Source: an optimization exercise on an open RTL-to-GDS flow (aim: small area, a short achievable clock period and few clock cycles per item). Production flows keep margins and buffers that such runs may drop. In this exercise RTL edits were held to simulation tests only and were not proved equivalent to the original.

File: flow/design.v
`timescale 1ns/1ps
module register_sync #(
  parameter integer WIDTH                 = 8
) (
  input  wire                             clk,
  input  wire        [ WIDTH -1 : 0 ]     in,
  output wire        [ WIDTH -1 : 0 ]     out
);
  reg [ WIDTH -1 : 0 ] out_reg;
  always @(posedge clk)
  begin
      out_reg <= in;
  end
  assign out = out_reg;
endmodule
`timescale 1ns/1ps
module mem_data_sync
#(
  parameter integer DATA_WIDTH           = 8,
  parameter integer ARRAY                = 16,
  parameter integer MEM_DATA_WIDTH       = DATA_WIDTH*ARRAY
)
(
  input   wire                             clk,
  input   wire [ MEM_DATA_WIDTH  -1 : 0 ]  data_in,
  output  wire [ MEM_DATA_WIDTH  -1 : 0 ]  data_out
);
  genvar n, m;
  generate
    for (n = 0; n < ARRAY; n = n + 1)
    begin: SYNC_N
      for (m = 0; m <= n; m = m + 1)
      begin: SYNC_M
        wire [ DATA_WIDTH           -1 : 0 ]        a;
        wire [ DATA_WIDTH           -1 : 0 ]        a_dly;
        wire [ DATA_WIDTH           -1 : 0 ]        a_dly_fwd;
        assign a = data_in[n*DATA_WIDTH+:DATA_WIDTH];     
        if (m == 0)
          assign a_dly = a;
        else 
          assign a_dly = SYNC_N[n].SYNC_M[m-1].a_dly_fwd;
        if (m == n)
          assign data_out[n*DATA_WIDTH+:DATA_WIDTH] = SYNC_N[n].SYNC_M[m].a_dly_fwd; 
        register_sync #(DATA_WIDTH) read_addr_fwd (clk, a_dly, a_dly_fwd);
      end
    end
  endgenerate
  endmodule
module PE #(
    parameter DATA_WIDTH = 8,
    parameter PE_OUT_WIDTH = 21
) (
    input wire clk,
    input wire signed [DATA_WIDTH - 1 : 0] inp_in,
    input wire signed [DATA_WIDTH - 1 : 0] wgt_in,
    input wire signed [PE_OUT_WIDTH - 1 : 0] acc_in,
    output wire signed [PE_OUT_WIDTH - 1 : 0] acc_out
);
    reg signed [PE_OUT_WIDTH - 1 : 0] result;
    assign acc_out = result;
    always @(posedge clk) begin
        result <= inp_in * wgt_in + acc_in;
    end
endmodule
module GEMM #(
    parameter DATA_WIDTH = 8,
    parameter PE_OUT_WIDTH = 24,
    parameter ARRAY_M = 2,   
    parameter ARRAY_N = 16,  
    parameter CHANNEL = 96,
    parameter MEM_DATA_WIDTH = DATA_WIDTH * ARRAY_N
) (
    input wire clk,
    input wire signed [MEM_DATA_WIDTH - 1 : 0] inp,
    input wire signed [MEM_DATA_WIDTH - 1 : 0] wgt1,
    input wire signed [MEM_DATA_WIDTH - 1 : 0] wgt2,
    output wire signed [PE_OUT_WIDTH - 1 : 0] gemm_result1,
    output wire signed [PE_OUT_WIDTH - 1 : 0] gemm_result2
);
    genvar  i;
    generate
            for(i = 0; i < 16; i = i + 1)  begin: LOOP_INSIDE
             wire signed [DATA_WIDTH - 1 : 0]   inp_in;
             wire signed [DATA_WIDTH - 1 : 0]   wgt_in1;
             wire signed [DATA_WIDTH - 1 : 0]   wgt_in2;
             wire signed [PE_OUT_WIDTH  - 1 : 0]   acc_in1;
             wire signed [PE_OUT_WIDTH  - 1 : 0]   acc_in2;
             wire signed [PE_OUT_WIDTH - 1 : 0]   acc_out1;
             wire signed [PE_OUT_WIDTH - 1 : 0]   acc_out2;
                if(i == 0)  begin
                    assign acc_in1= 0;
                    assign acc_in2= 0;
                end
                else begin
                     assign acc_in1 = LOOP_INSIDE[i-1].acc_out1;
                     assign acc_in2 = LOOP_INSIDE[i-1].acc_out2;
                end
                    assign inp_in = inp[i * DATA_WIDTH+:DATA_WIDTH];
                    assign wgt_in1 = wgt1[i * DATA_WIDTH+:DATA_WIDTH];
                    assign wgt_in2 = wgt2[i * DATA_WIDTH+:DATA_WIDTH];
                PE #(
                    .DATA_WIDTH(DATA_WIDTH),
                    .PE_OUT_WIDTH(PE_OUT_WIDTH)
                ) pe_item1(
                    .clk(clk),
                    .inp_in(inp_in),
                    .wgt_in(wgt_in1),
                    .acc_in(acc_in1),
                    .acc_out(acc_out1)
                );
                PE #(
                    .DATA_WIDTH(DATA_WIDTH),
                    .PE_OUT_WIDTH(PE_OUT_WIDTH)
                ) pe_item2(
                    .clk(clk),
                    .inp_in(inp_in),
                    .wgt_in(wgt_in2),
                    .acc_in(acc_in2),
                    .acc_out(acc_out2)
                );
                if(i == ARRAY_N - 1) begin
                    assign gemm_result1= acc_out1;
                    assign gemm_result2 = acc_out2;                          
                end
            end
    endgenerate
endmodule
module find_max #(
    parameter DATA_WIDTH = 16,
    parameter OUTPUT_CHANNEL = 10
) (
    input wire clk,
    input wire en,
    input wire signed [DATA_WIDTH - 1 : 0] inp1,
    input wire signed [DATA_WIDTH - 1 : 0] inp2,
    input wire [4 : 0] index,
    output wire [3 : 0]  find_max_out
);
    reg signed [DATA_WIDTH - 1 : 0] max;
    reg [3 : 0] num;
    reg signed [DATA_WIDTH - 1 : 0] max_t;
    reg [3 : 0] num_t;
    always @(*) begin
        if(index == 0) begin
            max_t = inp1;
            num_t = 4'd0;
        end
        else begin
            max_t = max;
            num_t = num;
            if(max_t < inp1) begin
                max_t = inp1;
                num_t = index[3:0];
            end
        end
        if(max_t < inp2) begin
            max_t = inp2;
            num_t = index[3:0] + 4'd1;
        end
    end
    always @(posedge clk) begin
        if(en) begin
            max <= max_t;
            num <= num_t;
        end
    end
    assign find_max_out = num;
endmodule
`timescale 1ns / 1ps
module lenet_fc #(
    parameter DATA_WIDTH = 8,
    parameter PE_OUT_WIDTH = 24,
    parameter ARRAY_M = 2,
    parameter ARRAY_N = 16,
    parameter INP_MEM_DATA_WIDTH = DATA_WIDTH * ARRAY_N,
    parameter WGT_MEM_DATA_WIDTH = DATA_WIDTH * ARRAY_N,
    parameter INP_CHANNEL = 96,
    parameter WGT_CHANNEL = 96,
    parameter OUTPUT_CHANNEL = 10,
    parameter ADDR_WIDTH = 10
) (
    input  clk,
    input  rst,
    input  start,
    output ready,
    output done,
    output inp_en,
    output [ADDR_WIDTH - 1 : 0] inp_addr,
    input  [INP_MEM_DATA_WIDTH - 1 : 0] inp_data,
    output wgt_en,
    output [ADDR_WIDTH - 1 : 0] wgt_addr1,
    output [ADDR_WIDTH - 1 : 0] wgt_addr2,
    input  [WGT_MEM_DATA_WIDTH - 1 : 0] wgt_data1,
    input  [WGT_MEM_DATA_WIDTH - 1 : 0] wgt_data2,
    output [3 : 0] class_idx,
    output [PE_OUT_WIDTH * OUTPUT_CHANNEL - 1 : 0] logits
);
    wire signed [DATA_WIDTH * ARRAY_N - 1 : 0] inp_mem_DOUT_dly;
    wire signed [PE_OUT_WIDTH - 1 : 0] gemm_result_out1;
    wire signed [PE_OUT_WIDTH - 1 : 0] gemm_result_out2;
    reg signed [PE_OUT_WIDTH - 1 : 0] acc_mem [0 : OUTPUT_CHANNEL - 1];
    reg signed [PE_OUT_WIDTH - 1 : 0] acc_mem_read_data1;
    reg signed [PE_OUT_WIDTH - 1 : 0] acc_mem_read_data2;
    reg signed [PE_OUT_WIDTH - 1 : 0] acc_mem_read_data1_find_max;
    reg signed [PE_OUT_WIDTH - 1 : 0] acc_mem_read_data2_find_max;
    reg [ADDR_WIDTH - 1 : 0] inp_mem_read_addr_reg;
    reg [ADDR_WIDTH - 1 : 0] wgt_mem_read_addr1_reg;
    reg [ADDR_WIDTH - 1 : 0] wgt_mem_read_addr2_reg;
    reg en_inp_reg;
    reg en_wgt_reg;
    assign inp_en = en_inp_reg;
    assign wgt_en = en_wgt_reg;
    assign inp_addr = inp_mem_read_addr_reg;
    assign wgt_addr1 = wgt_mem_read_addr1_reg;
    assign wgt_addr2 = wgt_mem_read_addr2_reg;
    reg [3 : 0] n;
    reg [4 : 0] m;
    reg [5 : 0] gemm_cnt;
    reg [4 : 0] find_max_count_reg;
    reg [3 : 0] state;
    localparam integer IDLE = 0;
    localparam integer READ_MEM = 1;
    localparam integer GEMM = 2;
    localparam integer READ_ACC_MEM = 3;
    localparam integer WAIT_ACC = 4;
    localparam integer COMPUTE_ACC_MEM = 5;
    localparam integer WRITE_ACC_MEM = 6;
    localparam integer READ_FIND_MAX = 7;
    localparam integer FIND_MAX = 8;
    localparam integer FIND_MAX_CHANGE = 9;
    localparam integer DONE = 10;
    assign ready = (state == IDLE);
    assign done = (state == DONE);
    genvar g;
    generate
        for (g = 0; g < OUTPUT_CHANNEL; g = g + 1) begin : gen_logits
            assign logits[g * PE_OUT_WIDTH +: PE_OUT_WIDTH] = acc_mem[g];
        end
    endgenerate
    mem_data_sync inp_sync (
        .clk      ( clk              ),
        .data_in  ( inp_data         ),
        .data_out ( inp_mem_DOUT_dly )
    );
    GEMM # (
        .DATA_WIDTH(DATA_WIDTH),
        .PE_OUT_WIDTH(PE_OUT_WIDTH),
        .ARRAY_M(ARRAY_M),
        .ARRAY_N(ARRAY_N),
        .CHANNEL(INP_CHANNEL)
    ) fconn (
        .clk(clk),
        .inp(inp_mem_DOUT_dly),
        .wgt1(wgt_data1),
        .wgt2(wgt_data2),
        .gemm_result1(gemm_result_out1),
        .gemm_result2(gemm_result_out2)
    );
    find_max # (
        .DATA_WIDTH(PE_OUT_WIDTH)
    ) find_max (
        .clk(clk),
        .en(state == FIND_MAX),
        .inp1(acc_mem_read_data1_find_max),
        .inp2(acc_mem_read_data2_find_max),
        .index(find_max_count_reg),
        .find_max_out(class_idx)
    );
    always @(posedge clk) begin
        if (rst) begin
            state <= IDLE;
            en_inp_reg <= 1'b0;
            en_wgt_reg <= 1'b0;
            gemm_cnt <= 0;
            find_max_count_reg <= 0;
            n <= 0;
            m <= 0;
        end
        else begin
            case (state)
                IDLE: begin
                    n <= 0;
                    m <= 0;
                    gemm_cnt <= 0;
                    find_max_count_reg <= 0;
                    if(start) begin
                        state <= READ_MEM;
                    end
                end
                READ_MEM: begin
                    if(n < 6) begin  
                        en_inp_reg <= 1;
                        en_wgt_reg <= 1;
                        inp_mem_read_addr_reg <= n;
                        wgt_mem_read_addr1_reg <= (m * 6) + n;
                        wgt_mem_read_addr2_reg <= ((m + 1) * 6) + n;
                        n <= n + 1;
                        state <= GEMM;
                    end
                    else begin   
                        n <= 0;
                        m <= m + 2;
                        if(m < OUTPUT_CHANNEL) begin
                            state <= READ_MEM;
                        end
                        else begin
                            state <= READ_FIND_MAX;
                        end
                    end
                end
                GEMM: begin
                    if(gemm_cnt == 17) begin
                        state <= READ_ACC_MEM;
                        gemm_cnt <= 0;
                    end
                    else begin
                        gemm_cnt <= gemm_cnt + 1;
                    end
                end
                READ_ACC_MEM: begin
                    if(m < OUTPUT_CHANNEL) begin
                        acc_mem_read_data1 <= acc_mem[m];
                        acc_mem_read_data2 <= acc_mem[m + 1];
                        state <= WAIT_ACC;
                    end
                    else begin
                        state <= READ_FIND_MAX;
                    end
                end
                WAIT_ACC: begin
                    state <= COMPUTE_ACC_MEM;
                end
                COMPUTE_ACC_MEM: begin
                    if(n == 1) begin
                        acc_mem[m] <= gemm_result_out1;
                        acc_mem[m + 1] <= gemm_result_out2;
                    end
                    else begin
                        acc_mem[m] <= gemm_result_out1 + acc_mem_read_data1;
                        acc_mem[m + 1] <= gemm_result_out2 + acc_mem_read_data2;
                    end
                    state <= WRITE_ACC_MEM;
                end
                WRITE_ACC_MEM: begin
                    state <= READ_MEM;
                end
                READ_FIND_MAX: begin
                    if(find_max_count_reg < 10) begin
                        acc_mem_read_data1_find_max <= acc_mem[find_max_count_reg];
                        acc_mem_read_data2_find_max <= acc_mem[find_max_count_reg + 1];
                        state <= FIND_MAX;
                    end
                    else begin
                        state <= DONE;
                    end
                end
                FIND_MAX: begin
                    state <= FIND_MAX_CHANGE;
                end
                FIND_MAX_CHANGE: begin
                    find_max_count_reg <= find_max_count_reg + 2;
                    state <= READ_FIND_MAX;
                end
                DONE: begin
                    state <= IDLE;
                end
                default: state <= IDLE;
            endcase
        end
    end
endmodule
File: flow/run.sh
#!/bin/bash
# synth_recipe.tcl (not shown) runs the flow's synth.tcl, then flattens the netlist and writes it again
# the make line also repeats each setting of config.mk as NAME=value (left out here)
make -C /OpenROAD-flow-scripts/flow DESIGN_CONFIG=/design/flow/config.mk WORK_HOME=/design/flow/orfs CLKGATE_MAP_FILE= SYNTH_SCRIPT=/design/flow/synth_recipe.tcl finish
File: flow/config.mk
export PLATFORM = sky130hd
export DESIGN_NAME = lenet_fc
export DESIGN_NICKNAME = lenet_fc
export VERILOG_FILES = /design/flow/design.v
export SDC_FILE = /design/flow/constraint.sdc
export NUM_CORES = 4
export LEC_CHECK = 0
export CAP_MARGIN = 20
export CORE_MARGIN = 2
export CORE_UTILIZATION = 40
export SLEW_MARGIN = 20
File: flow/constraint.sdc
create_clock -name core_clock -period 10.0 [get_ports {clk}]
set_input_delay 2.0000 -clock core_clock [delete_from_list [all_inputs] [get_ports {clk}]]
set_output_delay 2.0000 -clock core_clock [all_outputs]
set_load 0.01 [all_outputs]
==> reports/summary.txt <==
status: complete, no violations
FF+latch count, synth: 2391
first-pass GRT wire length: 689000 um
placed insts: 23.5k
grt ovf: 0
DRT antenna net count: 0
unrepaired setup endpoints after global routing: no
Slew @ Worst Pin: 1.12 ns
Initial Util: 0.402
postcts setup bufs: 0
Req. time, crit path: 10.79 ns
Syn Std Cell Area: 176000 um2
total routed wirelength: 439000 um
CP startpoint: wgt_data1[82]
CTS sink cnt: 2391
Port Buffers: 657
H-tree depth: 5
Post-DP HPWL: 355000 um
Sum Neg Setup Slack: 0 ns
Max Freq: 0.120 GHz
Worst Skew: 0.0891 ns
Clock transition at path regs: 0.06 ns
Register-to-Register Path Depth: 27
Setup crit end: fconn.LOOP_INSIDE[10].pe_item1.result[23]$_DFF_P_
DR WL/cell: 18.2 um
number of placed I/O pins: 665
later-pin clock latency in the skew report: 0.94 ns
clock root buffer: clkbuf_16
router iterations before antenna repair: 6
period utilization: 0.833
# fillers: 41.4k
sequential-to-total area share from yosys stat: 0.301
layout cell share with drive strength beyond 1: 0.0531
Worst path max stage delay: 0.55 ns
mean post-synth cell area: 10.3 um2
vias in the first global route: 120k
final setup fails: 0
top post-synthesis cells by area: dfxtp_1 21%, fa_1 20%, ha_1 13%
Hold WC Path Type: flip-flop to flip-flop
initial antenna violation count: 111
CTS Hold Bufs: 0
die width: 668 um
Slew HR: 0.249
via count: 118k
Async SR Flop Fraction: 0
post-CTS sizing: 0
Finished Layout Cells: 24.1k
Synth-to-Final Area Change: 13.1%
routability cong.: 0.882
Die Height: 668 um
Yosys cell types: 90
drt initial violations: 6542
Most used DFF post-synth: dfxtp_1
CTS tree: done
WS Path Type: input pin to flip-flop
via/cell ratio: 4.91
R2R Setup Slk: 2.70 ns
final slew viol count: 0
largest net degree at the start of global routing: 152
Hold Fails Final Rpt: 0
Final min period: 8.33 ns
Placeable Area: 438000 um2
DRC Markers: 0
reg2reg end: fconn.LOOP_INSIDE[9].pe_item2.result[23]$_DFF_P_
CP Data Arrival Time: 9.12 ns
crit-path max FO: 8
CP max-delay cell: clkdlybuf4s50_1
TritonCTS buffer count: 276
EDFF count, synth: 528
CP Launch Type: input pin
worst-case clock buffer depth: 4
gr usage total: 0.198
Mapped Cells: 17.2k
Max Cap Violations: 0
Setup crit end kind: flip-flop
Yosys top cell by area: dfxtp_1
site row count: 243
yosys warns: 4
total die area: 446000 um2
max reg flops: 1088
nets@finish: 21.9k
Synth top area share: 0.211
-- final cells by class --
class	count	area [um2]	share of cell area
well taps	5880	7360	0.0369
repair buffers	740	7230	0.0363
clock buffers	363	7760	0.0389
diodes	43	108	0.000540
flip-flops and latches	2391	53200	0.267
clock inverters	132	1590	0.00799
multi-input cells	11600	111000	0.557
inverters	2939	11000	0.0553
-- worst max-delay path, delay by kind of cell --
kind                       cells  cell delay [ns]
xor gates and xnor gates       2             0.55
buffers and inverters          6             0.83
adders and majority gates      6             2.71
AOI/OAI and AO/OA             13             2.38
and+or+nand+nor                5             0.68
-- cell families after synthesis --
family	after synthesis	synth area share
AO/OA/AOI/OAI	2413	0.0859
other	1	0.0000213
multiplexers	348	0.0347
adder cells (fa/ha/maj)	3576	0.330
flip-flops	2391	0.301
buffers and inverters	3225	0.0690
AND/OR/NAND/NOR	4065	0.119
XOR/XNOR	1187	0.0597
-- cell usage in the layout, fill, tap and decap left out, types with 22 or more instances in the layout --
master / n
ha_1: 1783
o21a_1: 133
nand2_1: 879
bufinv_16: 26
a21oi_1: 913
mux4_2: 192
o21bai_1: 181
o21ai_0: 425
xnor2_1: 934
fa_1: 1793
buf_4: 81
clkbuf_8: 29
nand2b_1: 157
a31oi_1: 50
a211oi_1: 62
and3_1: 55
a41o_1: 24
mux2_2: 115
xor2_1: 241
inv_1: 2930
or3_1: 48
clkbuf_1: 46
and2_1: 1396
mux2i_1: 22
o41ai_1: 22
nor2b_1: 301
nor2_1: 737
o31ai_1: 54
a21o_1: 294
nor3_1: 175
diode_2: 43
or2_2: 44
dfxtp_1: 1857
clkbuf_16: 287
inv_6: 26
nand4_1: 38
nand3_1: 168
clkinv_2: 33
edfxtp_1: 528
clkdlybuf4s50_1: 657
-- synth_stat cells (all sizes together), types with 168 or more instances --
cell type / instances
nor2b: 301
a21o: 295
xor2: 241
mux4: 192
nor3: 175
o21bai: 181
ha: 1783
fa: 1793
edfxtp: 528
nand2: 879
nor2: 740
clkbuf: 218
o21ai: 452
a21oi: 916
xnor2: 936
inv: 2939
nand3: 168
and2: 1396
dfxtp: 1863
-- per-layer routing --
layer / GRT usage / wire [um]
met2: 0.348 / 217000
met1: 0.244 / 180000
met3: 0.0312 / 25000
met5: 0 / 202
met4: 0.0709 / 17100
-- worst min-delay path by stage --
stage                          from         to  slack (ns)  cells after the start
after global placement    flip-flop  flip-flop        0.31                      0
after CTS                 flip-flop  flip-flop        0.25                      0
final                     flip-flop  flip-flop        0.26                      0
after floorplan           flip-flop  flip-flop        0.31                      0
after global routing      flip-flop  flip-flop        0.27                      0
after detailed placement  flip-flop  flip-flop        0.31                      0
-- through the flow --
stage / hold slack (ns) / util / worst slack, ns / instance area, um2
after global routing: 0.269 / 0.455 / 1.27 / 199000
after detailed placement: 0.312 / 0.433 / 0.742 / 190000
final: 0.261 / 0.455 / 1.67 / 199000
after floorplan: 0.310 / - / 1.91 / 176000
after CTS: 0.248 / 0.454 / 1.72 / 199000
after global placement: 0.310 / 0.433 / 0.657 / 190000
Testbench counts, summed over its fixed seeds: cycles 234,552, items 320.

[what the ideal ports hide]
The results above use ideal ports. As a check the final layout listed here was re-extracted and re-timed, cells and wires unchanged.
Step 1 (the two cells are an assumption about what drives the block):
set clk [get_ports {clk}]
set_driving_cell -lib_cell sky130_fd_sc_hd__clkbuf_16 $clk
set_driving_cell -lib_cell sky130_fd_sc_hd__buf_2 [delete_from_list [all_inputs] $clk]
Step 2 times the ports against the registers' clock, not the clock port: input delays grow and output delays shrink by t, the midpoint of the rising clock arrivals with the driver on.
a / b / c = ideal ports / drivers / drivers and shift; a / b = the first two.
t, ns: 1.020
slack for setup (ns): 1.671 / 1.690 / 0.671
worst hold slack (ns): 0.261 / 0.261 / 0.261
worst slew at a driven data input, ns: 0.30
pins driven straight from the clock port: 1
After both steps this run still meets setup and hold. For this run, drivers alone change the setup slack by +0.019 ns; drivers and shift together by -1.000 ns.
